From an optimization exercise on the open Yosys and OpenROAD flow, aimed at small area, a short achievable clock period and few clock cycles; shortcuts taken in it are not production practice.
In this exercise RTL edits were held to simulation tests only and were not proved equivalent to the original.

==> flow/design.v (outline; a module is shown in full before it is edited, if it fits) <==
// module milestone1: 871 lines
// module fadd: 4 lines
module milestone1(
   input  logic        clock,
   input  logic        resetn,
   input  logic [15:0] SRAM_read_data,
   output logic [17:0] SRAM_address,
   output logic [15:0] SRAM_write_data,
   output logic        SRAM_we_n,
   input  logic        M1_start,
   output logic        M1_end
);
  // ...
==> flow/flow/run.sh <==
#!/bin/bash
# The standard layout; the timing repair aims at a tighter setup target
# (repair_timing setup margin), and the clock tree is built without dummy loads.
# Clock and constraints are unchanged.
set -euo pipefail
bash standard.sh SETUP_SLACK_MARGIN=7.8 "CTS_ARGS=-sink_clustering_enable -repair_clock_nets -sink_clustering_size 30 -sink_clustering_max_diameter 100 -dont_use_dummy_load" finish > standard.log 2>&1
==> flow/standard.sh <==
#!/bin/bash
# synth_recipe.tcl (not shown) runs the flow's synth.tcl, then flattens the netlist and writes it again
# the make line also repeats each setting of config.mk as NAME=value (left out here)
make -C /OpenROAD-flow-scripts/flow DESIGN_CONFIG=/design/flow/config.mk WORK_HOME=/design/flow/orfs CLKGATE_MAP_FILE= SYNTH_SCRIPT=/design/flow/synth_recipe.tcl "${@:-finish}"
==> flow/config.mk <==
export PLATFORM = sky130hd
export DESIGN_NAME = milestone1
export DESIGN_NICKNAME = milestone1
export VERILOG_FILES = /design/flow/design.v
export SDC_FILE = /design/flow/constraint.sdc
export NUM_CORES = 4
export LEC_CHECK = 0
export CAP_MARGIN = 20
export CORE_MARGIN = 2
export CORE_UTILIZATION = 40
export CTS_CLUSTER_DIAMETER = 100
export CTS_CLUSTER_SIZE = 30
export SLEW_MARGIN = 20
export SYNTH_HIERARCHICAL = 1
export SYNTH_MINIMUM_KEEP_SIZE = 0
==> flow/constraint.sdc <==
create_clock -name core_clock -period 11.0 [get_ports {clock}]
set_input_delay 2.2000 -clock core_clock [delete_from_list [all_inputs] [get_ports {clock}]]
set_output_delay 2.2000 -clock core_clock [all_outputs]
set_load 0.01 [all_outputs]
==> results_dict.tcl, run 1 <==
set metrics [dict create \
    worstRegToRegCells 6 \
    cts_tree "done" \
    avgSynthCellArea_sq_um 12.7 \
    holdPathEnd "win[7][2]" \
    ctsLongestPathBuffers 3 \
    wl_per_cell_um 19.5 \
    multi_input_area_share_pct 51.1 \
    initial_core_util_pct 40.6 \
    setup_viol 0 \
    hold_ws_ns 0.403 \
    numClockSinks 374 \
    nClkBuffers 19 \
    cp-start-kind "flip-flop" \
    synth.distinct_cells 73 \
    design.seq.count 374 \
    path_common_cell "fa_1" \
    crit_cells 6 \
    routed_wirelength_mm 49.4 \
    largest_class "multi-input gates" \
    synthArstFlopShare_pct 16.0 \
    area_growth_pct 11.1 \
    cp_num_buf_inv 0 \
    arrival_ns 3.96 \
    grt_usage_pct 17.8 \
    grt_max_degree 84 \
    fmax_mhz 284 \
    crit_slowest_cell "fa_1" \
    wl_met2_mm 23.8 \
    slowest_delay_ns 0.58 \
    drt_first_pass_iters 5 \
    relSlewSlack_pct 30.1 \
    outcome "finished clean" \
    crit_path_max_fanout 4 \
    clockNetworkAreaShare_pct 1.95 \
    top_layer "met4" \
    gp_congestion 0.916 \
    synthDominantCellAreaShare_pct 25.0 \
    gr-usage-met2_pct 30.1 \
    antenna_found_initial 0 \
]
Testbench counts, summed over its fixed seeds: cycles 1,157,880.
==> run 2, diff against run 1 <==
--- a/flow/design.v
+++ b/flow/design.v
@@ -24,300 +24,304 @@
 logic [7:0]  yl;           
 logic [8:0]  cu;           
 logic [7:0]  py;           
 logic [8:0]  pu, pv;
 logic [10:0] pu3, pv3;     
 logic [7:0]  h1, h2;       
 logic clamp5;    
 always_ff @(posedge clock) clamp5 <= (t == 5'd9 && g78) || (t == 5'd0 && last_grp);
-wire [7:0] tp0 = win[1], tp1 = win[3], tp2 = win[5], tp3 = win[7], tp4 = win[9];
 wire [7:0] tp5 = clamp5 ? win[9] : win[11];
-wire [8:0] s1 = tp2 + tp3;
-wire [8:0] s3 = tp1 + tp4;
-wire [8:0] s5 = tp0 + tp5;
-wire ip_w1 = tp2[0] ^ tp3[0];
-wire ip_w2 = tp2[0] & tp3[0];
-wire ip_w4, ip_w3;
-fadd u_ip_w3 (.a(tp2[1]), .b(tp3[1]), .c(tp1[3]), .s(ip_w3), .co(ip_w4));
-wire ip_w6, ip_w5;
-fadd u_ip_w5 (.a(tp1[4]), .b(tp4[3]), .c(tp4[4]), .s(ip_w5), .co(ip_w6));
+wire [7:0] w2 = win[2], w4 = win[4], w6 = win[6], w8 = win[8], w10 = win[10];
+wire ip_w2, ip_w1;
+fadd u_ip_w1 (.a(w2[3]), .b(w2[5]), .c(w2[7]), .s(ip_w1), .co(ip_w2));
+wire ip_w3 = ~1'b0 ^ w2[4];
+wire ip_w4 = ~1'b0 & w2[4];
+wire ip_w5 = ~1'b0 ^ w2[5];
+wire ip_w6 = ~1'b0 & w2[5];
 wire ip_w8, ip_w7;
-fadd u_ip_w7 (.a(tp2[0]), .b(tp2[2]), .c(tp3[0]), .s(ip_w7), .co(ip_w8));
+fadd u_ip_w7 (.a(w2[1]), .b(w2[3]), .c(w2[5]), .s(ip_w7), .co(ip_w8));
 wire ip_w10, ip_w9;
-fadd u_ip_w9 (.a(tp3[2]), .b(tp1[4]), .c(tp1[5]), .s(ip_w9), .co(ip_w10));
+fadd u_ip_w9 (.a(w2[2]), .b(w2[4]), .c(w2[6]), .s(ip_w9), .co(ip_w10));
 wire ip_w12, ip_w11;
-fadd u_ip_w11 (.a(tp4[4]), .b(tp4[5]), .c(tp0[3]), .s(ip_w11), .co(ip_w12));
-wire ip_w13 = tp0[5] ^ tp0[7];
-wire ip_w14 = tp0[5] & tp0[7];
-wire ip_w15 = tp2[1] ^ tp2[3];
-wire ip_w16 = tp2[1] | tp2[3];
+fadd u_ip_w11 (.a(w4[3]), .b(w4[4]), .c(w10[3]), .s(ip_w11), .co(ip_w12));
+wire ip_w13 = w10[4] ^ w6[1];
+wire ip_w14 = w10[4] & w6[1];
+wire ip_w16, ip_w15;
+fadd u_ip_w15 (.a(w4[4]), .b(w4[5]), .c(w10[4]), .s(ip_w15), .co(ip_w16));
 wire ip_w18, ip_w17;
-fadd u_ip_w17 (.a(tp3[1]), .b(tp3[3]), .c(tp1[5]), .s(ip_w17), .co(ip_w18));
+fadd u_ip_w17 (.a(w10[5]), .b(w6[0]), .c(w6[2]), .s(ip_w17), .co(ip_w18));
 wire ip_w20, ip_w19;
-fadd u_ip_w19 (.a(tp1[6]), .b(tp4[5]), .c(tp4[6]), .s(ip_w19), .co(ip_w20));
-wire ip_w21 = tp2[2] ^ tp2[4];
-wire ip_w22 = tp2[2] | tp2[4];
+fadd u_ip_w19 (.a(w4[1]), .b(w10[1]), .c(w6[7]), .s(ip_w19), .co(ip_w20));
+wire ip_w21 = w8[0] ^ w8[2];
+wire ip_w22 = w8[0] & w8[2];
 wire ip_w24, ip_w23;
-fadd u_ip_w23 (.a(tp3[2]), .b(tp3[4]), .c(tp1[6]), .s(ip_w23), .co(ip_w24));
-wire ip_w25 = tp1[7] ^ tp4[6];
-wire ip_w26 = tp1[7] & tp4[6];
-wire ip_w27 = ~1'b0 ^ tp2[3];
-wire ip_w28 = ~1'b0 & tp2[3];
-wire ip_w29 = tp1[0] ^ tp1[1];
-wire ip_w30 = tp1[0] & tp1[1];
+fadd u_ip_w23 (.a(w2[6]), .b(w4[5]), .c(w4[6]), .s(ip_w23), .co(ip_w24));
+wire ip_w26, ip_w25;
+fadd u_ip_w25 (.a(w10[5]), .b(w10[6]), .c(w6[1]), .s(ip_w25), .co(ip_w26));
+wire ip_w28, ip_w27;
+fadd u_ip_w27 (.a(w6[3]), .b(w8[1]), .c(w8[3]), .s(ip_w27), .co(ip_w28));
+wire ip_w30, ip_w29;
+fadd u_ip_w29 (.a(w4[2]), .b(w10[2]), .c(~ip_w3), .s(ip_w29), .co(ip_w30));
 wire ip_w32, ip_w31;
-fadd u_ip_w31 (.a(tp1[1]), .b(tp1[2]), .c(tp4[1]), .s(ip_w31), .co(ip_w32));
+fadd u_ip_w31 (.a(w2[7]), .b(w4[6]), .c(w4[7]), .s(ip_w31), .co(ip_w32));
 wire ip_w34, ip_w33;
-fadd u_ip_w33 (.a(tp4[2]), .b(tp0[0]), .c(tp0[2]), .s(ip_w33), .co(ip_w34));
+fadd u_ip_w33 (.a(w10[6]), .b(w10[7]), .c(w6[2]), .s(ip_w33), .co(ip_w34));
 wire ip_w36, ip_w35;
-fadd u_ip_w35 (.a(tp1[2]), .b(tp1[3]), .c(tp4[2]), .s(ip_w35), .co(ip_w36));
+fadd u_ip_w35 (.a(w6[4]), .b(w8[2]), .c(w8[4]), .s(ip_w35), .co(ip_w36));
 wire ip_w38, ip_w37;
-fadd u_ip_w37 (.a(tp4[3]), .b(tp0[1]), .c(tp0[3]), .s(ip_w37), .co(ip_w38));
-wire ip_w40, ip_w39;
-fadd u_ip_w39 (.a(tp2[5]), .b(tp3[5]), .c(~tp0[5]), .s(ip_w39), .co(ip_w40));
+fadd u_ip_w37 (.a(w4[3]), .b(w10[3]), .c(~ip_w5), .s(ip_w37), .co(ip_w38));
+wire ip_w39 = w2[6] ^ ~w4[4];
+wire ip_w40 = w2[6] | ~w4[4];
 wire ip_w42, ip_w41;
-fadd u_ip_w41 (.a(tp0[2]), .b(tp0[4]), .c(tp0[6]), .s(ip_w41), .co(ip_w42));
+fadd u_ip_w41 (.a(w4[7]), .b(w10[7]), .c(w6[3]), .s(ip_w41), .co(ip_w42));
 wire ip_w44, ip_w43;
-fadd u_ip_w43 (.a(tp2[6]), .b(tp3[6]), .c(tp1[0]), .s(ip_w43), .co(ip_w44));
-wire ip_w46, ip_w45;
-fadd u_ip_w45 (.a(~tp4[0]), .b(ip_w2), .c(ip_w3), .s(ip_w45), .co(ip_w46));
-wire ip_w47 = ip_w5 ^ ip_w41;
-wire ip_w48 = ip_w5 & ip_w41;
+fadd u_ip_w43 (.a(w6[5]), .b(w8[3]), .c(w8[5]), .s(ip_w43), .co(ip_w44));
+wire ip_w45 = w2[7] ^ ~w4[5];
+wire ip_w46 = w2[7] | ~w4[5];
+wire ip_w48, ip_w47;
+fadd u_ip_w47 (.a(w2[1]), .b(w2[3]), .c(w4[0]), .s(ip_w47), .co(ip_w48));
 wire ip_w50, ip_w49;
-fadd u_ip_w49 (.a(tp2[7]), .b(tp3[7]), .c(tp1[1]), .s(ip_w49), .co(ip_w50));
+fadd u_ip_w49 (.a(w2[0]), .b(w2[2]), .c(w2[4]), .s(ip_w49), .co(ip_w50));
 wire ip_w52, ip_w51;
-fadd u_ip_w51 (.a(~tp4[1]), .b(ip_w13), .c(ip_w4), .s(ip_w51), .co(ip_w52));
+fadd u_ip_w51 (.a(w4[1]), .b(w4[2]), .c(w10[1]), .s(ip_w51), .co(ip_w52));
 wire ip_w54, ip_w53;
-fadd u_ip_w53 (.a(ip_w6), .b(ip_w7), .c(ip_w9), .s(ip_w53), .co(ip_w54));
+fadd u_ip_w53 (.a(w4[2]), .b(w4[3]), .c(w10[2]), .s(ip_w53), .co(ip_w54));
 wire ip_w56, ip_w55;
-fadd u_ip_w55 (.a(ip_w11), .b(tp5[3]), .c(tp5[5]), .s(ip_w55), .co(ip_w56));
-wire ip_w58, ip_w57;
-fadd u_ip_w57 (.a(tp1[2]), .b(tp4[2]), .c(~tp0[4]), .s(ip_w57), .co(ip_w58));
+fadd u_ip_w55 (.a(w10[3]), .b(w6[0]), .c(w8[0]), .s(ip_w55), .co(ip_w56));
+wire ip_w57 = w6[5] ^ w8[5];
+wire ip_w58 = ~(w6[5] | w8[5]);
 wire ip_w60, ip_w59;
-fadd u_ip_w59 (.a(tp0[6]), .b(~ip_w15), .c(ip_w14), .s(ip_w59), .co(ip_w60));
+fadd u_ip_w59 (.a(w4[0]), .b(w10[0]), .c(w6[6]), .s(ip_w59), .co(ip_w60));
 wire ip_w62, ip_w61;
-fadd u_ip_w61 (.a(ip_w8), .b(ip_w10), .c(ip_w12), .s(ip_w61), .co(ip_w62));
+fadd u_ip_w61 (.a(w8[1]), .b(~w8[6]), .c(ip_w13), .s(ip_w61), .co(ip_w62));
 wire ip_w64, ip_w63;
-fadd u_ip_w63 (.a(ip_w17), .b(ip_w19), .c(tp5[4]), .s(ip_w63), .co(ip_w64));
+fadd u_ip_w63 (.a(ip_w8), .b(ip_w9), .c(ip_w11), .s(ip_w63), .co(ip_w64));
 wire ip_w66, ip_w65;
-fadd u_ip_w65 (.a(tp4[7]), .b(tp0[5]), .c(tp0[7]), .s(ip_w65), .co(ip_w66));
+fadd u_ip_w65 (.a(~w8[7]), .b(ip_w21), .c(ip_w14), .s(ip_w65), .co(ip_w66));
 wire ip_w68, ip_w67;
-fadd u_ip_w67 (.a(tp1[3]), .b(tp4[3]), .c(ip_w21), .s(ip_w67), .co(ip_w68));
+fadd u_ip_w67 (.a(ip_w10), .b(ip_w12), .c(ip_w1), .s(ip_w67), .co(ip_w68));
 wire ip_w70, ip_w69;
-fadd u_ip_w69 (.a(ip_w25), .b(ip_w16), .c(ip_w18), .s(ip_w69), .co(ip_w70));
+fadd u_ip_w69 (.a(ip_w15), .b(ip_w17), .c(~ip_w19), .s(ip_w69), .co(ip_w70));
 wire ip_w72, ip_w71;
-fadd u_ip_w71 (.a(ip_w20), .b(ip_w23), .c(ip_w65), .s(ip_w71), .co(ip_w72));
+fadd u_ip_w71 (.a(ip_w22), .b(ip_w2), .c(ip_w16), .s(ip_w71), .co(ip_w72));
 wire ip_w74, ip_w73;
-fadd u_ip_w73 (.a(tp2[5]), .b(tp3[3]), .c(tp3[5]), .s(ip_w73), .co(ip_w74));
+fadd u_ip_w73 (.a(ip_w18), .b(ip_w23), .c(ip_w25), .s(ip_w73), .co(ip_w74));
 wire ip_w76, ip_w75;
-fadd u_ip_w75 (.a(tp1[7]), .b(tp4[7]), .c(tp0[6]), .s(ip_w75), .co(ip_w76));
+fadd u_ip_w75 (.a(ip_w20), .b(~ip_w27), .c(ip_w29), .s(ip_w75), .co(ip_w76));
 wire ip_w78, ip_w77;
-fadd u_ip_w77 (.a(tp1[4]), .b(tp4[4]), .c(~ip_w27), .s(ip_w77), .co(ip_w78));
+fadd u_ip_w77 (.a(ip_w4), .b(ip_w24), .c(ip_w26), .s(ip_w77), .co(ip_w78));
 wire ip_w80, ip_w79;
-fadd u_ip_w79 (.a(ip_w22), .b(ip_w26), .c(ip_w24), .s(ip_w79), .co(ip_w80));
-wire ip_w81 = tp2[4] ^ tp2[6];
-wire ip_w82 = tp2[4] | tp2[6];
+fadd u_ip_w79 (.a(ip_w28), .b(ip_w31), .c(ip_w33), .s(ip_w79), .co(ip_w80));
+wire ip_w82, ip_w81;
+fadd u_ip_w81 (.a(~ip_w35), .b(ip_w30), .c(ip_w37), .s(ip_w81), .co(ip_w82));
 wire ip_w84, ip_w83;
-fadd u_ip_w83 (.a(tp3[4]), .b(tp3[6]), .c(tp0[7]), .s(ip_w83), .co(ip_w84));
-wire ip_w85 = tp1[5] ^ tp4[5];
-wire ip_w86 = ~(tp1[5] | tp4[5]);
-wire ip_w87 = ~1'b0 ^ tp2[5];
-wire ip_w88 = ~1'b0 & tp2[5];
+fadd u_ip_w83 (.a(w10[4]), .b(~ip_w6), .c(ip_w39), .s(ip_w83), .co(ip_w84));
+wire ip_w86, ip_w85;
+fadd u_ip_w85 (.a(ip_w32), .b(ip_w34), .c(ip_w36), .s(ip_w85), .co(ip_w86));
+wire ip_w88, ip_w87;
+fadd u_ip_w87 (.a(ip_w41), .b(ip_w43), .c(~ip_w38), .s(ip_w87), .co(ip_w88));
 wire ip_w90, ip_w89;
-fadd u_ip_w89 (.a(tp1[0]), .b(tp4[0]), .c(tp0[0]), .s(ip_w89), .co(ip_w90));
+fadd u_ip_w89 (.a(w6[4]), .b(w6[6]), .c(w8[4]), .s(ip_w89), .co(ip_w90));
 wire ip_w92, ip_w91;
-fadd u_ip_w91 (.a(tp4[0]), .b(tp4[1]), .c(tp0[1]), .s(ip_w91), .co(ip_w92));
+fadd u_ip_w91 (.a(w10[5]), .b(~w8[6]), .c(ip_w45), .s(ip_w91), .co(ip_w92));
 wire ip_w94, ip_w93;
-fadd u_ip_w93 (.a(tp2[3]), .b(tp3[3]), .c(~tp0[3]), .s(ip_w93), .co(ip_w94));
-wire ip_w96, ip_w95;
-fadd u_ip_w95 (.a(tp2[4]), .b(tp3[4]), .c(~tp0[4]), .s(ip_w95), .co(ip_w96));
+fadd u_ip_w93 (.a(ip_w40), .b(ip_w42), .c(ip_w44), .s(ip_w93), .co(ip_w94));
+wire ip_w95 = ~w4[6] ^ ~w10[6];
+wire ip_w96 = ~w4[6] | ~w10[6];
 wire ip_w98, ip_w97;
-fadd u_ip_w97 (.a(ip_w30), .b(ip_w31), .c(ip_w33), .s(ip_w97), .co(ip_w98));
-wire ip_w99 = tp5[0] ^ tp5[2];
-wire ip_w100 = tp5[0] & tp5[2];
-wire ip_w102, ip_w101;
-fadd u_ip_w101 (.a(ip_w1), .b(ip_w32), .c(ip_w34), .s(ip_w101), .co(ip_w102));
+fadd u_ip_w97 (.a(w6[5]), .b(w6[7]), .c(w8[5]), .s(ip_w97), .co(ip_w98));
+wire ip_w99 = w8[7] ^ ip_w46;
+wire ip_w100 = w8[7] & ip_w46;
+wire ip_w101 = ~w4[7] ^ ~w10[7];
+wire ip_w102 = ~w4[7] | ~w10[7];
 wire ip_w104, ip_w103;
-fadd u_ip_w103 (.a(ip_w35), .b(ip_w37), .c(tp5[1]), .s(ip_w103), .co(ip_w104));
+fadd u_ip_w103 (.a(w2[0]), .b(w2[2]), .c(w4[0]), .s(ip_w103), .co(ip_w104));
 wire ip_w106, ip_w105;
-fadd u_ip_w105 (.a(~ip_w39), .b(tp5[3]), .c(tp5[5]), .s(ip_w105), .co(ip_w106));
-wire ip_w108, ip_w107;
-fadd u_ip_w107 (.a(ip_w36), .b(ip_w38), .c(~ip_w40), .s(ip_w107), .co(ip_w108));
+fadd u_ip_w105 (.a(w4[1]), .b(w10[0]), .c(w10[1]), .s(ip_w105), .co(ip_w106));
+wire ip_w107 = w6[3] ^ w8[3];
+wire ip_w108 = ~(w6[3] | w8[3]);
 wire ip_w110, ip_w109;
-fadd u_ip_w109 (.a(tp5[2]), .b(tp5[4]), .c(tp5[6]), .s(ip_w109), .co(ip_w110));
+fadd u_ip_w109 (.a(~w10[2]), .b(w6[4]), .c(w8[4]), .s(ip_w109), .co(ip_w110));
 wire ip_w112, ip_w111;
-fadd u_ip_w111 (.a(~ip_w43), .b(ip_w47), .c(ip_w107), .s(ip_w111), .co(ip_w112));
+fadd u_ip_w111 (.a(ip_w48), .b(ip_w49), .c(ip_w51), .s(ip_w111), .co(ip_w112));
 wire ip_w114, ip_w113;
-fadd u_ip_w113 (.a(~ip_w42), .b(ip_w44), .c(ip_w49), .s(ip_w113), .co(ip_w114));
+fadd u_ip_w113 (.a(ip_w57), .b(ip_w50), .c(ip_w52), .s(ip_w113), .co(ip_w114));
 wire ip_w116, ip_w115;
-fadd u_ip_w115 (.a(tp5[7]), .b(ip_w48), .c(ip_w51), .s(ip_w115), .co(ip_w116));
+fadd u_ip_w115 (.a(ip_w7), .b(ip_w53), .c(ip_w55), .s(ip_w115), .co(ip_w116));
 wire ip_w118, ip_w117;
-fadd u_ip_w117 (.a(ip_w46), .b(ip_w53), .c(~ip_w113), .s(ip_w117), .co(ip_w118));
+fadd u_ip_w117 (.a(ip_w58), .b(ip_w54), .c(ip_w56), .s(ip_w117), .co(ip_w118));
 wire ip_w120, ip_w119;
-fadd u_ip_w119 (.a(ip_w50), .b(ip_w57), .c(~tp5[6]), .s(ip_w119), .co(ip_w120));
+fadd u_ip_w119 (.a(~ip_w59), .b(ip_w61), .c(ip_w117), .s(ip_w119), .co(ip_w120));
 wire ip_w122, ip_w121;
-fadd u_ip_w121 (.a(ip_w59), .b(ip_w52), .c(ip_w61), .s(ip_w121), .co(ip_w122));
+fadd u_ip_w121 (.a(~ip_w60), .b(ip_w62), .c(ip_w65), .s(ip_w121), .co(ip_w122));
 wire ip_w124, ip_w123;
-fadd u_ip_w123 (.a(ip_w54), .b(ip_w56), .c(ip_w63), .s(ip_w123), .co(ip_w124));
+fadd u_ip_w123 (.a(ip_w64), .b(ip_w67), .c(ip_w69), .s(ip_w123), .co(ip_w124));
 wire ip_w126, ip_w125;
-fadd u_ip_w125 (.a(~ip_w58), .b(tp5[5]), .c(tp5[7]), .s(ip_w125), .co(ip_w126));
+fadd u_ip_w125 (.a(ip_w66), .b(ip_w71), .c(ip_w68), .s(ip_w125), .co(ip_w126));
 wire ip_w128, ip_w127;
-fadd u_ip_w127 (.a(ip_w60), .b(ip_w62), .c(ip_w69), .s(ip_w127), .co(ip_w128));
+fadd u_ip_w127 (.a(ip_w70), .b(ip_w73), .c(~ip_w75), .s(ip_w127), .co(ip_w128));
 wire ip_w130, ip_w129;
-fadd u_ip_w129 (.a(~ip_w67), .b(ip_w71), .c(ip_w64), .s(ip_w129), .co(ip_w130));
+fadd u_ip_w129 (.a(ip_w72), .b(ip_w77), .c(ip_w74), .s(ip_w129), .co(ip_w130));
 wire ip_w132, ip_w131;
-fadd u_ip_w131 (.a(ip_w66), .b(ip_w73), .c(ip_w75), .s(ip_w131), .co(ip_w132));
+fadd u_ip_w131 (.a(~ip_w79), .b(ip_w76), .c(ip_w81), .s(ip_w131), .co(ip_w132));
 wire ip_w134, ip_w133;
-fadd u_ip_w133 (.a(tp5[6]), .b(ip_w70), .c(ip_w79), .s(ip_w133), .co(ip_w134));
+fadd u_ip_w133 (.a(ip_w78), .b(ip_w85), .c(ip_w80), .s(ip_w133), .co(ip_w134));
 wire ip_w136, ip_w135;
-fadd u_ip_w135 (.a(ip_w68), .b(ip_w77), .c(~ip_w72), .s(ip_w135), .co(ip_w136));
+fadd u_ip_w135 (.a(ip_w83), .b(~ip_w87), .c(ip_w82), .s(ip_w135), .co(ip_w136));
 wire ip_w138, ip_w137;
-fadd u_ip_w137 (.a(ip_w28), .b(ip_w85), .c(ip_w74), .s(ip_w137), .co(ip_w138));
+fadd u_ip_w137 (.a(~ip_w89), .b(ip_w84), .c(ip_w91), .s(ip_w137), .co(ip_w138));
 wire ip_w140, ip_w139;
-fadd u_ip_w139 (.a(~ip_w81), .b(ip_w76), .c(ip_w83), .s(ip_w139), .co(ip_w140));
+fadd u_ip_w139 (.a(ip_w86), .b(ip_w93), .c(ip_w88), .s(ip_w139), .co(ip_w140));
 wire ip_w142, ip_w141;
-fadd u_ip_w141 (.a(tp5[7]), .b(ip_w80), .c(ip_w137), .s(ip_w141), .co(ip_w142));
+fadd u_ip_w141 (.a(~ip_w95), .b(ip_w90), .c(ip_w97), .s(ip_w141), .co(ip_w142));
 wire ip_w144, ip_w143;
-fadd u_ip_w143 (.a(tp2[7]), .b(tp3[5]), .c(tp3[7]), .s(ip_w143), .co(ip_w144));
+fadd u_ip_w143 (.a(ip_w99), .b(~ip_w92), .c(ip_w94), .s(ip_w143), .co(ip_w144));
 wire ip_w146, ip_w145;
-fadd u_ip_w145 (.a(tp1[6]), .b(tp4[6]), .c(~ip_w87), .s(ip_w145), .co(ip_w146));
+fadd u_ip_w145 (.a(w6[6]), .b(w8[6]), .c(~ip_w101), .s(ip_w145), .co(ip_w146));
 wire ip_w148, ip_w147;
-fadd u_ip_w147 (.a(ip_w82), .b(ip_w86), .c(ip_w84), .s(ip_w147), .co(ip_w148));
-wire ip_w149 = tp2[6] ^ tp3[6];
-wire ip_w150 = tp2[6] | tp3[6];
-wire ip_w151 = tp1[7] ^ tp4[7];
-wire ip_w152 = ~(tp1[7] | tp4[7]);
-wire ip_w153 = 1'b0 ^ tp2[1];
-wire ip_w154 = ~(1'b0 | tp2[1]);
+fadd u_ip_w147 (.a(ip_w96), .b(ip_w98), .c(ip_w100), .s(ip_w147), .co(ip_w148));
+wire ip_w149 = w6[7] ^ w8[7];
+wire ip_w150 = w6[7] | w8[7];
+wire ip_w151 = ~1'b0 ^ w2[1];
+wire ip_w152 = ~1'b0 & w2[1];
+wire ip_w154, ip_w153;
+fadd u_ip_w153 (.a(~w10[0]), .b(w6[2]), .c(w8[2]), .s(ip_w153), .co(ip_w154));
 wire ip_w156, ip_w155;
-fadd u_ip_w155 (.a(tp2[2]), .b(tp3[2]), .c(~tp0[2]), .s(ip_w155), .co(ip_w156));
-wire ip_w157 = ip_w89 ^ tp5[0];
-wire ip_w158 = ip_w89 & tp5[0];
+fadd u_ip_w155 (.a(ip_w107), .b(ip_w104), .c(ip_w47), .s(ip_w155), .co(ip_w156));
+wire ip_w158, ip_w157;
+fadd u_ip_w157 (.a(ip_w108), .b(ip_w106), .c(~ip_w109), .s(ip_w157), .co(ip_w158));
 wire ip_w160, ip_w159;
-fadd u_ip_w159 (.a(ip_w29), .b(ip_w90), .c(ip_w91), .s(ip_w159), .co(ip_w160));
+fadd u_ip_w159 (.a(~ip_w110), .b(ip_w113), .c(ip_w112), .s(ip_w159), .co(ip_w160));
 wire ip_w162, ip_w161;
-fadd u_ip_w161 (.a(~ip_w93), .b(tp5[1]), .c(tp5[3]), .s(ip_w161), .co(ip_w162));
+fadd u_ip_w161 (.a(ip_w114), .b(ip_w116), .c(ip_w63), .s(ip_w161), .co(ip_w162));
 wire ip_w164, ip_w163;
-fadd u_ip_w163 (.a(~ip_w92), .b(ip_w94), .c(ip_w95), .s(ip_w163), .co(ip_w164));
+fadd u_ip_w163 (.a(ip_w118), .b(ip_w121), .c(ip_w120), .s(ip_w163), .co(ip_w164));
 wire ip_w166, ip_w165;
-fadd u_ip_w165 (.a(tp5[4]), .b(ip_w97), .c(ip_w99), .s(ip_w165), .co(ip_w166));
+fadd u_ip_w165 (.a(ip_w122), .b(ip_w125), .c(ip_w124), .s(ip_w165), .co(ip_w166));
 wire ip_w168, ip_w167;
-fadd u_ip_w167 (.a(~ip_w96), .b(ip_w101), .c(ip_w98), .s(ip_w167), .co(ip_w168));
+fadd u_ip_w167 (.a(ip_w126), .b(ip_w129), .c(ip_w128), .s(ip_w167), .co(ip_w168));
 wire ip_w170, ip_w169;
-fadd u_ip_w169 (.a(ip_w100), .b(ip_w103), .c(ip_w105), .s(ip_w169), .co(ip_w170));
+fadd u_ip_w169 (.a(ip_w130), .b(ip_w133), .c(~ip_w135), .s(ip_w169), .co(ip_w170));
 wire ip_w172, ip_w171;
-fadd u_ip_w171 (.a(ip_w102), .b(ip_w45), .c(ip_w104), .s(ip_w171), .co(ip_w172));
+fadd u_ip_w171 (.a(~ip_w137), .b(ip_w134), .c(ip_w139), .s(ip_w171), .co(ip_w172));
 wire ip_w174, ip_w173;
-fadd u_ip_w173 (.a(ip_w106), .b(ip_w109), .c(ip_w111), .s(ip_w173), .co(ip_w174));
+fadd u_ip_w173 (.a(ip_w141), .b(~ip_w138), .c(ip_w143), .s(ip_w173), .co(ip_w174));
 wire ip_w176, ip_w175;
-fadd u_ip_w175 (.a(ip_w108), .b(ip_w110), .c(ip_w55), .s(ip_w175), .co(ip_w176));
+fadd u_ip_w175 (.a(ip_w145), .b(ip_w142), .c(ip_w147), .s(ip_w175), .co(ip_w176));
 wire ip_w178, ip_w177;
-fadd u_ip_w177 (.a(ip_w112), .b(ip_w115), .c(ip_w117), .s(ip_w177), .co(ip_w178));
-wire ip_w180, ip_w179;
-fadd u_ip_w179 (.a(ip_w114), .b(ip_w119), .c(~ip_w116), .s(ip_w179), .co(ip_w180));
+fadd u_ip_w177 (.a(ip_w102), .b(~ip_w149), .c(ip_w146), .s(ip_w177), .co(ip_w178));
+wire ip_w179 = w6[0] ^ w8[0];
+wire ip_w180 = ~(w6[0] | w8[0]);
 wire ip_w182, ip_w181;
-fadd u_ip_w181 (.a(ip_w121), .b(ip_w118), .c(ip_w123), .s(ip_w181), .co(ip_w182));
+fadd u_ip_w181 (.a(w6[1]), .b(w8[1]), .c(~ip_w151), .s(ip_w181), .co(ip_w182));
 wire ip_w184, ip_w183;
-fadd u_ip_w183 (.a(~ip_w120), .b(ip_w125), .c(ip_w122), .s(ip_w183), .co(ip_w184));
+fadd u_ip_w183 (.a(ip_w152), .b(ip_w103), .c(~ip_w153), .s(ip_w183), .co(ip_w184));
 wire ip_w186, ip_w185;
-fadd u_ip_w185 (.a(ip_w127), .b(ip_w129), .c(ip_w124), .s(ip_w185), .co(ip_w186));
+fadd u_ip_w185 (.a(~ip_w154), .b(ip_w105), .c(ip_w155), .s(ip_w185), .co(ip_w186));
 wire ip_w188, ip_w187;
-fadd u_ip_w187 (.a(ip_w131), .b(ip_w126), .c(ip_w128), .s(ip_w187), .co(ip_w188));
+fadd u_ip_w187 (.a(ip_w156), .b(ip_w111), .c(ip_w157), .s(ip_w187), .co(ip_w188));
 wire ip_w190, ip_w189;
-fadd u_ip_w189 (.a(ip_w133), .b(~ip_w135), .c(ip_w130), .s(ip_w189), .co(ip_w190));
+fadd u_ip_w189 (.a(ip_w158), .b(ip_w115), .c(ip_w159), .s(ip_w189), .co(ip_w190));
 wire ip_w192, ip_w191;
-fadd u_ip_w191 (.a(~ip_w78), .b(ip_w132), .c(ip_w139), .s(ip_w191), .co(ip_w192));
+fadd u_ip_w191 (.a(ip_w160), .b(ip_w119), .c(ip_w161), .s(ip_w191), .co(ip_w192));
 wire ip_w194, ip_w193;
-fadd u_ip_w193 (.a(ip_w134), .b(ip_w141), .c(ip_w191), .s(ip_w193), .co(ip_w194));
+fadd u_ip_w193 (.a(ip_w162), .b(ip_w123), .c(ip_w163), .s(ip_w193), .co(ip_w194));
 wire ip_w196, ip_w195;
-fadd u_ip_w195 (.a(ip_w143), .b(~ip_w145), .c(ip_w138), .s(ip_w195), .co(ip_w196));
+fadd u_ip_w195 (.a(ip_w164), .b(ip_w127), .c(ip_w165), .s(ip_w195), .co(ip_w196));
 wire ip_w198, ip_w197;
-fadd u_ip_w197 (.a(ip_w147), .b(ip_w140), .c(ip_w142), .s(ip_w197), .co(ip_w198));
+fadd u_ip_w197 (.a(~ip_w131), .b(ip_w166), .c(ip_w167), .s(ip_w197), .co(ip_w198));
 wire ip_w200, ip_w199;
-fadd u_ip_w199 (.a(ip_w88), .b(ip_w151), .c(ip_w144), .s(ip_w199), .co(ip_w200));
+fadd u_ip_w199 (.a(~ip_w132), .b(ip_w168), .c(ip_w169), .s(ip_w199), .co(ip_w200));
 wire ip_w202, ip_w201;
-fadd u_ip_w201 (.a(ip_w149), .b(ip_w146), .c(~ip_w148), .s(ip_w201), .co(ip_w202));
-wire ip_w203 = tp2[7] ^ tp3[7];
-wire ip_w204 = tp2[7] | tp3[7];
-wire ip_w205 = ip_w150 ^ ip_w152;
-wire ip_w206 = ip_w150 & ip_w152;
-wire ip_w207 = tp2[0] ^ tp3[0];
-wire ip_w208 = ~(tp2[0] | tp3[0]);
-wire ip_w210, ip_w209;
-fadd u_ip_w209 (.a(~tp3[1]), .b(tp0[1]), .c(ip_w153), .s(ip_w209), .co(ip_w210));
-wire ip_w212, ip_w211;
-fadd u_ip_w211 (.a(ip_w154), .b(~ip_w155), .c(tp5[2]), .s(ip_w211), .co(ip_w212));
-wire ip_w214, ip_w213;
-fadd u_ip_w213 (.a(~ip_w156), .b(ip_w159), .c(ip_w158), .s(ip_w213), .co(ip_w214));
-wire ip_w216, ip_w215;
-fadd u_ip_w215 (.a(ip_w160), .b(~ip_w163), .c(ip_w162), .s(ip_w215), .co(ip_w216));
-wire ip_w218, ip_w217;
-fadd u_ip_w217 (.a(~ip_w164), .b(ip_w167), .c(ip_w166), .s(ip_w217), .co(ip_w218));
-wire ip_w220, ip_w219;
-fadd u_ip_w219 (.a(ip_w168), .b(ip_w171), .c(ip_w170), .s(ip_w219), .co(ip_w220));
-wire ip_w222, ip_w221;
-fadd u_ip_w221 (.a(ip_w172), .b(ip_w175), .c(ip_w174), .s(ip_w221), .co(ip_w222));
-wire ip_w224, ip_w223;
-fadd u_ip_w223 (.a(ip_w176), .b(~ip_w179), .c(ip_w178), .s(ip_w223), .co(ip_w224));
-wire ip_w226, ip_w225;
-fadd u_ip_w225 (.a(~ip_w180), .b(ip_w183), .c(ip_w185), .s(ip_w225), .co(ip_w226));
-wire ip_w228, ip_w227;
-fadd u_ip_w227 (.a(ip_w184), .b(ip_w187), .c(ip_w189), .s(ip_w227), .co(ip_w228));
-wire ip_w230, ip_w229;
-fadd u_ip_w229 (.a(~ip_w136), .b(ip_w188), .c(ip_w190), .s(ip_w229), .co(ip_w230));
-wire ip_w232, ip_w231;
-fadd u_ip_w231 (.a(ip_w195), .b(ip_w192), .c(ip_w197), .s(ip_w231), .co(ip_w232));
-wire ip_w234, ip_w233;
-fadd u_ip_w233 (.a(ip_w199), .b(ip_w196), .c(~ip_w201), .s(ip_w233), .co(ip_w234));
-wire ip_w236, ip_w235;
-fadd u_ip_w235 (.a(~ip_w203), .b(ip_w205), .c(ip_w200), .s(ip_w235), .co(ip_w236));
-wire ip_w237 = ~1'b0 ^ ip_w204;
-wire ip_w238 = ~1'b0 & ip_w204;
-wire ip_w239 = tp0[0] ^ ip_w207;
-wire ip_w240 = tp0[0] & ip_w207;
-wire ip_w242, ip_w241;
-fadd u_ip_w241 (.a(ip_w208), .b(tp5[1]), .c(ip_w209), .s(ip_w241), .co(ip_w242));
-wire ip_w244, ip_w243;
-fadd u_ip_w243 (.a(ip_w210), .b(ip_w157), .c(ip_w211), .s(ip_w243), .co(ip_w244));
-wire ip_w246, ip_w245;
-fadd u_ip_w245 (.a(ip_w212), .b(ip_w161), .c(ip_w213), .s(ip_w245), .co(ip_w246));
-wire ip_w248, ip_w247;
-fadd u_ip_w247 (.a(ip_w214), .b(ip_w165), .c(ip_w215), .s(ip_w247), .co(ip_w248));
-wire ip_w250, ip_w249;
-fadd u_ip_w249 (.a(ip_w216), .b(ip_w169), .c(ip_w217), .s(ip_w249), .co(ip_w250));
-wire ip_w252, ip_w251;
-fadd u_ip_w251 (.a(ip_w218), .b(ip_w173), .c(ip_w219), .s(ip_w251), .co(ip_w252));
-wire ip_w254, ip_w253;
-fadd u_ip_w253 (.a(ip_w177), .b(ip_w220), .c(ip_w221), .s(ip_w253), .co(ip_w254));
-wire ip_w256, ip_w255;
-fadd u_ip_w255 (.a(ip_w181), .b(ip_w222), .c(ip_w223), .s(ip_w255), .co(ip_w256));
-wire ip_w258, ip_w257;
-fadd u_ip_w257 (.a(ip_w182), .b(ip_w224), .c(ip_w225), .s(ip_w257), .co(ip_w258));
-wire ip_w260, ip_w259;
-fadd u_ip_w259 (.a(ip_w186), .b(ip_w227), .c(ip_w226), .s(ip_w259), .co(ip_w260));
-wire ip_w262, ip_w261;
-fadd u_ip_w261 (.a(ip_w193), .b(ip_w229), .c(ip_w228), .s(ip_w261), .co(ip_w262));
-wire ip_w264, ip_w263;
-fadd u_ip_w263 (.a(ip_w194), .b(ip_w231), .c(ip_w230), .s(ip_w263), .co(ip_w264));
-wire ip_w266, ip_w265;
-fadd u_ip_w265 (.a(ip_w198), .b(ip_w233), .c(ip_w232), .s(ip_w265), .co(ip_w266));
-wire ip_w268, ip_w267;
-fadd u_ip_w267 (.a(~ip_w202), .b(ip_w235), .c(ip_w234), .s(ip_w267), .co(ip_w268));
-wire ip_w270, ip_w269;
-fadd u_ip_w269 (.a(ip_w206), .b(ip_w237), .c(ip_w236), .s(ip_w269), .co(ip_w270));
-wire ip_w271 = ~1'b0 ^ ip_w238;
-wire ip_w272 = ~1'b0 & ip_w238;
-wire [16:0] ip_a = {ip_w271, ip_w269, ip_w267, ip_w265, ip_w263, ip_w261, ip_w259, ip_w257, ip_w255, ip_w253, ip_w251, ip_w249, ip_w247, ip_w245, ip_w243, ip_w241, tp5[0]};
-wire [16:0] ip_b = {ip_w270, ip_w268, ip_w266, ip_w264, ip_w262, ip_w260, ip_w258, ip_w256, ip_w254, ip_w252, ip_w250, ip_w248, ip_w246, ip_w244, ip_w242, ip_w240, ip_w239};
-wire [6:0] ip_lo = {1'b0, ip_a[5:0]} + {1'b0, ip_b[5:0]};
-logic [10:0] ip_ha, ip_hb; logic ip_c;
-always_ff @(posedge clock) begin ip_ha <= ip_a[16:6]; ip_hb <= ip_b[16:6]; ip_c <= ip_lo[6]; end
-wire [10:0] ip_s = ip_ha + ip_hb + {10'd0, ip_c};
-wire [8:0] ival = ip_s[10:2];    
+fadd u_ip_w201 (.a(~ip_w136), .b(ip_w171), .c(ip_w170), .s(ip_w201), .co(ip_w202));
+wire ip_w204, ip_w203;
+fadd u_ip_w203 (.a(ip_w140), .b(ip_w173), .c(ip_w172), .s(ip_w203), .co(ip_w204));
+wire ip_w206, ip_w205;
+fadd u_ip_w205 (.a(ip_w144), .b(ip_w175), .c(ip_w174), .s(ip_w205), .co(ip_w206));
+wire ip_w208, ip_w207;
+fadd u_ip_w207 (.a(ip_w148), .b(ip_w177), .c(ip_w176), .s(ip_w207), .co(ip_w208));
+wire ip_w209 = ip_w150 ^ ip_w178;
+wire ip_w210 = ip_w150 | ip_w178;
+wire [16:0] ip_a = {~1'b0, ~ip_w209, ip_w207, ip_w205, ip_w203, ip_w201, ip_w199, ip_w197, ip_w195, ip_w193, ip_w191, ip_w189, ip_w187, ip_w185, ip_w183, ~ip_w181, w2[0]};
+wire [16:0] ip_b = {ip_w210, ip_w208, ip_w206, ip_w204, ip_w202, ip_w200, ip_w198, ip_w196, ip_w194, ip_w192, ip_w190, ip_w188, ip_w186, ip_w184, ~ip_w182, ip_w180, ip_w179};
+logic [16:0] pa, pb;
+always_ff @(posedge clock) begin pa <= ip_a; pb <= ip_b; end
+wire iq_w1 = pa[4] ^ pb[4];
+wire iq_w2 = pa[4] & pb[4];
+wire iq_w4, iq_w3;
+fadd u_iq_w3 (.a(pa[5]), .b(pb[5]), .c(tp5[1]), .s(iq_w3), .co(iq_w4));
+wire iq_w6, iq_w5;
+fadd u_iq_w5 (.a(pa[6]), .b(pb[6]), .c(tp5[2]), .s(iq_w5), .co(iq_w6));
+wire iq_w8, iq_w7;
+fadd u_iq_w7 (.a(pa[7]), .b(pb[7]), .c(tp5[3]), .s(iq_w7), .co(iq_w8));
+wire iq_w9 = pa[8] ^ pb[8];
+wire iq_w10 = pa[8] & pb[8];
+wire iq_w11 = pa[9] ^ pb[9];
+wire iq_w12 = pa[9] & pb[9];
+wire iq_w13 = pa[2] ^ pb[2];
+wire iq_w14 = pa[2] & pb[2];
+wire iq_w16, iq_w15;
+fadd u_iq_w15 (.a(pa[3]), .b(pb[3]), .c(tp5[1]), .s(iq_w15), .co(iq_w16));
+wire iq_w18, iq_w17;
+fadd u_iq_w17 (.a(iq_w1), .b(tp5[0]), .c(tp5[2]), .s(iq_w17), .co(iq_w18));
+wire iq_w20, iq_w19;
+fadd u_iq_w19 (.a(iq_w2), .b(tp5[3]), .c(tp5[5]), .s(iq_w19), .co(iq_w20));
+wire iq_w22, iq_w21;
+fadd u_iq_w21 (.a(tp5[4]), .b(tp5[6]), .c(iq_w4), .s(iq_w21), .co(iq_w22));
+wire iq_w24, iq_w23;
+fadd u_iq_w23 (.a(tp5[5]), .b(tp5[7]), .c(iq_w6), .s(iq_w23), .co(iq_w24));
+wire iq_w26, iq_w25;
+fadd u_iq_w25 (.a(iq_w9), .b(tp5[4]), .c(tp5[6]), .s(iq_w25), .co(iq_w26));
+wire iq_w28, iq_w27;
+fadd u_iq_w27 (.a(iq_w11), .b(iq_w10), .c(tp5[5]), .s(iq_w27), .co(iq_w28));
+wire iq_w30, iq_w29;
+fadd u_iq_w29 (.a(pa[10]), .b(pb[10]), .c(iq_w12), .s(iq_w29), .co(iq_w30));
+wire iq_w31 = pa[11] ^ pb[11];
+wire iq_w32 = pa[11] & pb[11];
+wire iq_w33 = pa[0] ^ pb[0];
+wire iq_w34 = pa[0] & pb[0];
+wire iq_w36, iq_w35;
+fadd u_iq_w35 (.a(pa[1]), .b(pb[1]), .c(tp5[1]), .s(iq_w35), .co(iq_w36));
+wire iq_w38, iq_w37;
+fadd u_iq_w37 (.a(iq_w13), .b(tp5[0]), .c(tp5[2]), .s(iq_w37), .co(iq_w38));
+wire iq_w40, iq_w39;
+fadd u_iq_w39 (.a(iq_w14), .b(tp5[3]), .c(iq_w15), .s(iq_w39), .co(iq_w40));
+wire iq_w42, iq_w41;
+fadd u_iq_w41 (.a(tp5[4]), .b(iq_w16), .c(iq_w17), .s(iq_w41), .co(iq_w42));
+wire iq_w44, iq_w43;
+fadd u_iq_w43 (.a(iq_w18), .b(iq_w3), .c(iq_w19), .s(iq_w43), .co(iq_w44));
+wire iq_w46, iq_w45;
+fadd u_iq_w45 (.a(iq_w20), .b(iq_w5), .c(iq_w21), .s(iq_w45), .co(iq_w46));
+wire iq_w48, iq_w47;
+fadd u_iq_w47 (.a(iq_w7), .b(iq_w22), .c(iq_w23), .s(iq_w47), .co(iq_w48));
+wire iq_w50, iq_w49;
+fadd u_iq_w49 (.a(iq_w8), .b(iq_w25), .c(iq_w24), .s(iq_w49), .co(iq_w50));
+wire iq_w52, iq_w51;
+fadd u_iq_w51 (.a(tp5[7]), .b(iq_w26), .c(iq_w27), .s(iq_w51), .co(iq_w52));
+wire iq_w54, iq_w53;
+fadd u_iq_w53 (.a(tp5[6]), .b(iq_w29), .c(iq_w28), .s(iq_w53), .co(iq_w54));
+wire iq_w56, iq_w55;
+fadd u_iq_w55 (.a(iq_w31), .b(tp5[7]), .c(iq_w30), .s(iq_w55), .co(iq_w56));
+wire iq_w58, iq_w57;
+fadd u_iq_w57 (.a(pa[12]), .b(pb[12]), .c(iq_w32), .s(iq_w57), .co(iq_w58));
+wire iq_w59 = pa[13] ^ pb[13];
+wire iq_w60 = pa[13] & pb[13];
+wire iq_w61 = pa[14] ^ pb[14];
+wire iq_w62 = pa[14] & pb[14];
+wire iq_w63 = pa[15] ^ pb[15];
+wire iq_w64 = pa[15] & pb[15];
+wire iq_w65 = pa[16] ^ pb[16];
+wire iq_w66 = pa[16] & pb[16];
+wire [16:0] iq_a = {iq_w65, iq_w63, iq_w61, iq_w59, iq_w57, iq_w55, iq_w53, iq_w51, iq_w49, iq_w47, iq_w45, iq_w43, iq_w41, iq_w39, iq_w37, iq_w35, tp5[0]};
+wire [16:0] iq_b = {iq_w64, iq_w62, iq_w60, iq_w58, iq_w56, iq_w54, iq_w52, iq_w50, iq_w48, iq_w46, iq_w44, iq_w42, iq_w40, iq_w38, iq_w36, iq_w34, iq_w33};
+wire [8:0] iq_lo = {1'b0, iq_a[7:0]} + {1'b0, iq_b[7:0]};
+logic [8:0] iq_ha, iq_hb; logic iq_c;
+always_ff @(posedge clock) begin iq_ha <= iq_a[16:8]; iq_hb <= iq_b[16:8]; iq_c <= iq_lo[8]; end
+wire [8:0] ival = iq_ha + iq_hb + {8'd0, iq_c};    
 wire ur_w1 = ~1'b0 ^ py[2];
 wire ur_w2 = ~1'b0 & py[2];
 wire ur_w3 = py[0] ^ py[3];
 wire ur_w4 = py[0] & py[3];
 wire ur_w5 = 1'b0 ^ py[6];
 wire ur_w6 = ~(1'b0 | py[6]);
 wire ur_w8, ur_w7;
 fadd u_ur_w7 (.a(py[0]), .b(pv[2]), .c(pv[5]), .s(ur_w7), .co(ur_w8));
@@ -780,17 +784,18 @@
 logic [1:0] coff;
 logic sh, sh_bus, sh_stu, sh_stv;    
 logic d_sh, d_bus, d_stu, d_stv;
 always_comb begin
    d_sh = 1'b0; d_bus = 1'b0; d_stu = 1'b0; d_stv = 1'b0;
    case (tn)
       5'd0:  begin d_sh = 1'b1; d_bus = !n_g78; end
       5'd1, 5'd2, 5'd3: d_sh = n_last;
-      5'd4:  begin d_sh = 1'b1; d_stu = !n_g78 && !n_last; end
+      5'd4:  d_sh = n_last;
+      5'd6:  begin d_sh = 1'b1; d_stu = !n_g78; end
       5'd7:  begin d_sh = 1'b1; d_stv = !n_g78; end
       5'd9:  begin d_sh = 1'b1; d_bus = (grn != 7'd77); end
       5'd13, 5'd14: begin d_sh = 1'b1; d_bus = 1'b1; end
       5'd10, 5'd15: begin d_sh = 1'b1; d_stu = 1'b1; end
       5'd11: begin d_sh = 1'b1; d_stv = 1'b1; end
       default: ;
    endcase
 end
==> flow/flow/run.sh (replaced) <==
#!/bin/bash
# The standard layout; the timing repair aims at a tighter setup target
# (repair_timing setup margin), and the clock tree is built without dummy loads.
# Clock and constraints are unchanged.
set -euo pipefail
bash standard.sh SETUP_SLACK_MARGIN=8.0 "CTS_ARGS=-sink_clustering_enable -repair_clock_nets -sink_clustering_size 30 -sink_clustering_max_diameter 100 -dont_use_dummy_load" finish > standard.log 2>&1
==> results_dict.tcl, run 2 <==
set metrics [dict create \
    multi_input_area_sq_um 12700 \
    ctsLongestPathBuffers 3 \
    grt_max_degree 81 \
    die_w_um 241 \
    synth.distinct_cells 75 \
    required_ns 8.80 \
    fill_cells 5062 \
    fin_crit_sh_pct 30.1 \
    synth_commonest_cells "276 x fa_1, 223 x dfxtp_1, 172 x ha_1" \
    tns_ns 0 \
    drt_iter0_drc 731 \
    hold_class "flip-flop to flip-flop" \
    ioPinCount 55 \
    die_h_um 241 \
    postRouteAntennaNets 0 \
    synth_edf_count 112 \
    core_sq_um 55300 \
    cts_made_buffers 19 \
    synth_cells 1764 \
    synth_seq_cells 395 \
    setup_viol 0 \
    criticalPathCategory "flip-flop to output pin" \
    yosysTopAreaCell "fa_1" \
    initial_core_util_pct 40.7 \
    synth_most_common_cell "fa_1" \
    maxCapViolations 0 \
    grt.met3_usage_pct 1.81 \
    die_area_sq_um 58200 \
    netlist_area_sq_um 22500 \
    gr-usage-met1_pct 25.5 \
    placed_area_sq_um 23900 \
    routed_wirelength_mm 51.8 \
    vias 13500 \
    avgSynthCellArea_sq_um 12.8 \
    grt_pass1_wl_mm 82.1 \
    cts_tree "done" \
    outcome "finished clean" \
    clock_skew_ns 0.0833 \
    synthFlopType "dfxtp_1" \
    regMostFlops "win" \
    synthDominantCellAreaShare_pct 24.6 \
    fin_area_sq_um 25200 \
    avgViaCountPerCell 5.13 \
    hold_viol 0 \
    numPortBuffers 54 \
    final_cell_mix "254 x fa_1, 199 x dfxtp_1, 165 x ha_1, 130 x inv_1, 112 x edfxtp_1" \
    fmax_mhz 302 \
    grt-ovfl-total 0 \
    dp_hpwl_mm 39.9 \
    syn-num-nets 2231 \
    area_growth_pct 11.8 \
    arrival_ns 1.11 \
    antenna_found_initial 0 \
    grt_usage_pct 18.4 \
    h-tree-depth 1 \
    drc 0 \
    gr-usage-met2_pct 31.5 \
    crit_path_max_fanout 1 \
    drt_first_pass_iters 8 \
    drv_slew 0 \
    yosysWarnings 8 \
    top_regs "win (80), SRAM_address (18), waddr (18)" \
    clk_pin_slew_ns 0.11 \
    synthArstFlopShare_pct 15.2 \
    fp-row-count 86 \
    rsz0062_at_grt "true" \
    grt_pass1_vias 14500 \
    gp_congestion 0.910 \
    synth_area_leaders "fa_1 25%, dfxtp_1 20%, edfxtp_1 15%, ha_1 9.6%, dfrtp_1 5.2%" \
    final_nets 2350 \
    ys_seq_area_share_pct 41.5 \
    worstMarginPinSlew_ns 1.05 \
    cts_root_buf "clkbuf_16" \
    period_minus_slack_ns 3.31 \
    clk_latency_ns 0.56 \
    regArea_sq_um 9390 \
    cp-start-kind "flip-flop" \
    relSlewSlack_pct 29.7 \
    top_usage_layer "met2" \
    final_common_cell "fa_1" \
    numClockSinks 395 \
    wl_per_cell_um 19.7 \
    end_kind "output pin" \
    largest_reg_flops 80 \
    drive_above_1_share_pct 15.7 \
]
==> run 2: cell types whose count changed after synthesis, moves of 12 or more <==
cell	before	now
inv_1	152	140
a21oi_1	70	86
nand2_1	99	86
o21ai_0	63	51
a21o_1	25	46
dfxtp_1	194	223
==> run 2: area by class of cell <==
class	instances	area share, %
well taps	748	3.72
repair buffers	131	4.17
multi-input cells	1193	50.6
clock buffers	19	1.89
inverters	143	2.24
flip-flops and latches	395	37.3
diodes	1	0.00994
==> run 2: path summary, 6_finish.rpt <==
kind,startpoint,end,slack [ns],depth (start not counted)
worst max-delay path,we,SRAM_we_n,7.69,2
worst min-delay path,pb[16],iq_ha[8],0.37,1
worst max register to register,win[8][4],pa[10],7.84,7
worst min register to register,pb[16],iq_ha[8],0.37,1
max in group asynchronous,resetn,sh,8.60,2
min in group asynchronous,resetn,yaddr[11],1.77,2
==> run 2: metal layers <==
metal	share of wire (%)	wire length [um]	vias to the layer above
li1	-	-	6272
met1	46	23700	6917
met2	49	25300	236
met3	3.4	1770	62
met4	2.0	1030	0
met5	0	0	-
==> run 2: kinds of logic (layout without fill, tap and decap cells) <==
| group | Yosys count | count (layout) | share of synthesized area [%] |
|---|---|---|---|
| other | 0 | 1 | 0 |
| AND/OR/NAND/NOR | 305 | 305 | 6.76 |
| adder cells (fa/ha/maj) | 448 | 448 | 34.1 |
| multiplexers | 54 | 54 | 2.64 |
| AO/OA/AOI/OAI | 302 | 302 | 8.70 |
| XOR/XNOR | 84 | 84 | 3.27 |
| flip-flops | 395 | 395 | 41.5 |
| buffers and inverters | 176 | 293 | 2.99 |
==> run 2: repair_timing <==
| item | in CTS | in global routing |
|---|---|---|
| endpoints found under the setup margin | 69 | 67 |
| resized for setup | 211 | 56 |
| hold buffers | 0 | 0 |
| pin swaps | 12 | 20 |
| buffers inserted | 40 | 30 |
==> run 2: through the flow <==
| step | worst slack, ns | cells | hold slack, ns | utilization [%] |
|---|---|---|---|---|
| after floorplan | 7.96 | 1764 | 0.338 | - |
| after global placement | 7.42 | 2539 | 0.341 | 43.2 |
| after global routing | 7.63 | 2629 | 0.411 | 45.5 |
| final | 7.69 | 2630 | 0.372 | 45.5 |
| after CTS | 7.65 | 2599 | 0.370 | 44.7 |
| after detailed placement | 7.37 | 2540 | 0.345 | 43.2 |
==> run 2: critical path, stage by stage, from the launching register on <==
cell     delay [ns]
dfrtp_1        0.38
inv_1          0.05
buf_2          0.12
==> run 2: Yosys stat by module, one instance, submodules excluded <==
module,cell area [sq um],flip-flops and latches,cells inside
fadd,20.0,0,1
milestone1,17100,395,1493
Testbench counts of run 2, summed over its fixed seeds: cycles 1,157,880.
==> run 3, diff against run 2 <==
==> flow/flow/run.sh (replaced) <==
#!/bin/bash
# The standard layout; the timing repair aims at a tighter setup target
# (repair_timing setup margin), and the clock tree is built without dummy loads.
# Clock and constraints are unchanged.
set -euo pipefail
bash standard.sh SETUP_SLACK_MARGIN=7.8 "CTS_ARGS=-sink_clustering_enable -repair_clock_nets -sink_clustering_size 30 -sink_clustering_max_diameter 100 -dont_use_dummy_load" finish > standard.log 2>&1
==> results_dict.tcl, run 3 <==
set metrics [dict create \
    arrival_ns 1.11 \
    synthDominantCellAreaShare_pct 24.6 \
    drt_iter0_drc 805 \
    hold_class "flip-flop to flip-flop" \
    drc 0 \
    yosys.area_share.adder_pct 34.1 \
    top_regs "win (80), SRAM_address (18), waddr (18)" \
    timing.rr.end "pa[10]" \
    clk_pin_slew_ns 0.11 \
    preCtsSetupSlack_ns 7.31 \
    rrSetupSlack_ns 7.78 \
    fin_crit_sh_pct 30.1 \
    regMostFlops "win" \
    syn-num-nets 2231 \
    area_growth_pct 9.47 \
    netlist_area_sq_um 22500 \
    gr-usage-met1_pct 25.0 \
    worstMarginPinSlew_ns 1.04 \
    synth_cells 1764 \
    cts_made_buffers 19 \
    startpoint "we" \
    setup_viol 0 \
    synthFlopType "dfxtp_1" \
    finalWorstSetupSlack_ns 7.69 \
    numPortBuffers 54 \
    rsz0062_at_grt "true" \
    crit_path_max_fanout 1 \
    avgViaCountPerCell 5.12 \
    synthXorXnorAreaFrac_pct 3.27 \
    tns_ns 0 \
    period_minus_slack_ns 3.31 \
    die_w_um 241 \
    synth_area_leaders "fa_1 25%, dfxtp_1 20%, edfxtp_1 15%, ha_1 9.6%, dfrtp_1 5.2%" \
    grt_pass1_wl_mm 80.4 \
    routed_wirelength_mm 50.6 \
    criticalPathCategory "flip-flop to output pin" \
    crit_chain "inv_1 -> buf_2" \
    holdPathEnd "iq_ha[8]" \
    cts_tree "done" \
    cts.hold.buffers_added 0 \
    ctsLongestPathBuffers 3 \
    drv_slew 0 \
    synthArstFlopShare_pct 15.2 \
    largest_reg_flops 80 \
    drive_above_1_share_pct 11.6 \
    maxCapViolations 0 \
    hold_viol 0 \
    hold_path_depth 1 \
    core_sq_um 55300 \
    synthMuxAreaShare_pct 2.64 \
    end_kind "output pin" \
    antenna_found_initial 1 \
    worstReg2RegStart "win[4][7]" \
    yosysWarnings 8 \
    fp-row-count 86 \
    grt_usage_pct 18.0 \
    grt_pass1_vias 14200 \
    dp_cells 2541 \
    required_ns 8.80 \
    synth_seq_cells 395 \
    wl_per_cell_um 19.5 \
    slowest_delay_ns 0.38 \
    relSlewSlack_pct 30.5 \
    final_cell_mix "271 x fa_1, 206 x dfxtp_1, 170 x ha_1, 137 x inv_1, 112 x edfxtp_1" \
    synthSimpleGateAreaFrac_pct 6.76 \
    die_area_sq_um 58200 \
    cp-start-kind "flip-flop" \
    numClockSinks 395 \
    grt-ovfl-total 0 \
    final_nets 2313 \
    worstRegToRegCells 6 \
    crit_slowest_cell "dfrtp_1" \
    ioPinCount 55 \
    gr-usage-met2_pct 30.8 \
    h-tree-depth 1 \
    synth_most_common_cell "fa_1" \
    gp_congestion 0.901 \
    clk_latency_ns 0.56 \
    cts_root_buf "clkbuf_16" \
    cp_num_buf_inv 2 \
    yosysTopAreaCell "fa_1" \
    clock_skew_ns 0.0830 \
    top_usage_layer "met2" \
    synth.distinct_cells 75 \
    die_h_um 241 \
    avgSynthCellArea_sq_um 12.8 \
    grt_max_degree 81 \
    synth_top_family_by_area "adder cells" \
    final_common_cell "fa_1" \
    dp_hpwl_mm 39.3 \
    holdCritStartpoint "pb[16]" \
    grt.met3_usage_pct 1.92 \
    fmax_mhz 302 \
    vias 13300 \
    synth_compound_area_share_pct 8.70 \
    synth_edf_count 112 \
    path_delay_family "flip-flops" \
    drt_first_pass_iters 5 \
    initial_core_util_pct 40.7 \
    fill_cells 5084 \
    outcome "finished clean" \
    synth_commonest_cells "276 x fa_1, 223 x dfxtp_1, 172 x ha_1" \
    fin_cells 2593 \
    ys_seq_area_share_pct 41.5 \
    postRouteAntennaNets 0 \
]
==> run 3: per-module statistics from Yosys, one instance, submodules excluded <==
module / cells / cell area (sq um) / times used
milestone1: 1493 / 17100 / 1
fadd: 1 / 20.0 / 271
==> run 3: area by class of cell <==
class                      count  area (sq um)  share of cell area, %
antenna                        1          2.50                 0.0102
tap                          748           936                   3.80
inverter                     143           548                   2.22
multi-input combinational   1193         12600                   51.1
sequential                   395          9380                   38.1
clock buffer                  19           475                   1.93
timing repair buffer          94           718                   2.92
==> run 3: metrics by stage <==
| step | hold slack, ns | util (%) | area, sq um |
|---|---|---|---|
| after floorplan | 0.338 | - | 22500 |
| after global placement | 0.341 | 43.2 | 23900 |
| after detailed placement | 0.349 | 43.2 | 23900 |
| after CTS | 0.362 | 44.1 | 24400 |
| after global routing | 0.391 | 44.5 | 24600 |
| final | 0.365 | 44.5 | 24600 |
==> run 3: worst max path at each step <==
stage,to,slack (ns),cells after the start
final,SRAM_we_n,7.69,2
after global routing,SRAM_we_n,7.63,2
after CTS,SRAM_we_n,7.66,2
after detailed placement,ub_c,7.31,10
after global placement,ub_c,7.50,10
after floorplan,ub_c,7.83,10
==> run 3: cells by family after synthesis <==
kind of cell | after synthesis
buf+inv | 176
xor+xnor | 84
simple gates | 305
flops | 395
mux | 54
fa+ha+maj | 448
compound gates | 302
==> run 3: timing repair <==
action / in CTS / in global routing
resized for setup: 176 / 26
pin swaps: 3 / 5
endpoints found under the setup margin: 56 / 50
setup buffers: 11 / 21
==> run 3: routing by layer <==
metal / part of all wire (%) / vias up
met5: 0 / -
met4: 1.9 / 0
met3: 3.6 / 50
met2: 49 / 245
met1: 46 / 6807
li1: - / 6186
==> run 4, diff against run 3 <==
==> flow/flow/run.sh (replaced) <==
#!/bin/bash
# The standard layout; the timing repair aims at a tighter setup target
# (repair_timing setup margin), and the clock tree is built without dummy loads.
# Clock and constraints are unchanged.
set -euo pipefail
bash standard.sh SETUP_SLACK_MARGIN=7.7 "CTS_ARGS=-sink_clustering_enable -repair_clock_nets -sink_clustering_size 30 -sink_clustering_max_diameter 100 -dont_use_dummy_load" finish > standard.log 2>&1
==> results_dict.tcl, run 4 <==
set metrics [dict create \
    regMostFlops "win" \
    timing.rr.end "pa[10]" \
    gp_congestion 0.901 \
    top_regs "win (80), SRAM_address (18), waddr (18)" \
    yosysWarnings 8 \
    synthDominantCellAreaShare_pct 24.6 \
    hold_ws_ns 0.364 \
    grt-ovfl-total 0 \
    final_nets 2295 \
    tns_ns 0 \
    fmax_mhz 302 \
    hold_path_depth 1 \
    period_minus_slack_ns 3.31 \
    synth_area_leaders "fa_1 25%, dfxtp_1 20%, edfxtp_1 15%, ha_1 9.6%, dfrtp_1 5.2%" \
    synth.distinct_cells 75 \
    cts_root_buf "clkbuf_16" \
    clk_pin_slew_ns 0.11 \
    numClockSinks 395 \
    clock_skew_ns 0.0809 \
    avgViaCountPerCell 5.13 \
    avgSynthCellArea_sq_um 12.8 \
    outcome "finished clean" \
    postRouteAntennaNets 0 \
    criticalPathCategory "flip-flop to output pin" \
    drc 0 \
    top_usage_layer "met2" \
    grt.met3_usage_pct 1.89 \
    gr-usage-met2_pct 30.6 \
    cts_made_buffers 19 \
    holdCritStartpoint "pb[16]" \
    grt_pass1_vias 14200 \
    synth_seq_cells 395 \
    wl_per_cell_um 19.5 \
    holdPathEnd "iq_ha[8]" \
    h-tree-depth 1 \
    end_kind "output pin" \
    synth_edf_count 112 \
    vias 13200 \
    final_common_cell "fa_1" \
    die_w_um 241 \
    drt_first_pass_iters 5 \
    ioPinCount 55 \
    netlist_area_sq_um 22500 \
    maxCapViolations 0 \
    synthArstFlopShare_pct 15.2 \
    core_sq_um 55300 \
    dp_hpwl_mm 39.3 \
    yosysTopAreaCell "fa_1" \
    die_area_sq_um 58200 \
    drt_iter0_drc 717 \
    rrSetupSlack_ns 7.79 \
    numPortBuffers 54 \
    worstMarginPinSlew_ns 1.05 \
    drv_slew 0 \
    grt_max_degree 81 \
    ctsLongestPathBuffers 3 \
    initial_core_util_pct 40.7 \
    clk_latency_ns 0.56 \
    diodes 0 \
    worstRegToRegCells 7 \
    final_cell_mix "274 x fa_1, 209 x dfxtp_1, 172 x ha_1, 138 x inv_1, 112 x edfxtp_1" \
    synthFlopType "dfxtp_1" \
    hold_class "flip-flop to flip-flop" \
    fin_crit_sh_pct 30.1 \
    preCtsSetupSlack_ns 7.31 \
    synth_most_common_cell "fa_1" \
    largest_reg_flops 80 \
    antenna_found_initial 1 \
    grt_pass1_wl_mm 80.2 \
    arrival_ns 1.11 \
    synth_commonest_cells "276 x fa_1, 223 x dfxtp_1, 172 x ha_1" \
    hold_viol 0 \
    die_h_um 241 \
    setup_viol 0 \
    crit_path_max_fanout 1 \
    grt_usage_pct 18.0 \
    fp-row-count 86 \
    ys_seq_area_share_pct 41.5 \
    finalWorstSetupSlack_ns 7.69 \
    drive_above_1_share_pct 9.86 \
    relSlewSlack_pct 29.7 \
    routed_wirelength_mm 50.2 \
    area_growth_pct 8.32 \
    cp-start-kind "flip-flop" \
    worstReg2RegStart "win[6][3]" \
    rsz0062_at_grt "true" \
    synth_cells 1764 \
    cts_tree "done" \
    syn-num-nets 2231 \
    required_ns 8.80 \
    gr-usage-met1_pct 24.9 \
]
-- run 4: cell count changes in the layout (fill, tap and decap cells not counted), moves of 2 or more --
cell / change
fa_1: +3
dfxtp_2: -3
buf_2: +10
fa_2: -3
ha_1: +2
buf_6: -10
buf_4: -18
dfxtp_1: +3
-- run 4: cell families after synthesis --
family | synth area share [%]
AND/OR/NAND/NOR | 6.76
flip-flops | 41.5
multiplexers | 2.64
XOR/XNOR | 3.27
buffers and inverters | 2.99
AO/OA/AOI/OAI | 8.70
adder cells (fa/ha/maj) | 34.1
-- run 4: stage by stage --
step,utilization (%),cells,cell area [sq um]
floorplan,-,1764,22500
global placement,43.2,2540,23900
detailed placement,43.2,2541,23900
CTS,43.9,2563,24300
global route,44.1,2574,24400
finish,44.1,2574,24400
-- run 4: area by class of cell --
| type | count | area [sq um] |
|---|---|---|
| inverter | 143 | 544 |
| tap | 748 | 936 |
| fill | 5104 | 30900 |
| multi-input combinational | 1193 | 12500 |
| clock buffer | 19 | 475 |
| timing repair buffer | 76 | 520 |
| sequential | 395 | 9370 |
-- run 4: per-module statistics from Yosys, one instance, submodules excluded --
module | flip-flops and latches | copies in the design | cells
milestone1 | 395 | 1 | 1493
fadd | 0 | 271 | 1
-- run 4: what timing repair did --
action | 4_1_cts | 5_1_grt
resized for setup | 159 | 17
hold buffers | 0 | 0
pin swaps | 2 | 3
setup buffers | 3 | 11
cloned | 0 | 0
endpoints found under the setup margin | 47 | 21
-- run 4: worst max-delay path by stage --
stage / to / slack, ns / start
2_1_floorplan: ub_c / 7.83 / py[1]
3_3_place_gp: ub_c / 7.50 / py[1]
3_5_place_dp: ub_c / 7.31 / py[1]
4_1_cts: SRAM_we_n / 7.51 / we
5_1_grt: SRAM_we_n / 7.63 / we
6_report: SRAM_we_n / 7.69 / we
-- run 4: critical path, stage by stage (launching register included) --
cell,delay [ns]
dfrtp_1,0.38
inv_1,0.05
buf_2,0.12
-- run 4: routing by layer --
metal  vias to the layer above  routed length, um
met5                         -                  0
met4                         0               1090
met3                        60               1730
met2                       243              24400
met1                      6747              23000
li1                       6149                  -

[separate check: timing with driven ports]
The flow's constraints put no driver on any port. The routed layouts listed below were extracted and timed again, unchanged, in two steps.
Step 1 sets driving cells, clkbuf_16 on the clock port and buf_2 on the other inputs (assumed; they add their load-dependent delay and slew).
Step 2 also shifts input and output timing later by t, the mid clock arrival at the registers, as if the neighbouring blocks saw the same clock.
Three values: ideal ports, drivers, drivers and shift; two values: the first two.
run | t (ns) | setup slack, ns | pins driven straight from the clock port
run 1 | 0.573 | 7.474 / 7.474 / 7.474 | 1
run 2 | 0.577 | 7.688 / 7.633 / 7.822 | 1
run 3 | 0.580 | 7.688 / 7.630 / 7.778 | 1
run 4 | 0.579 | 7.694 / 7.636 / 7.789 | 1
After both steps setup and hold are still met in every run listed.
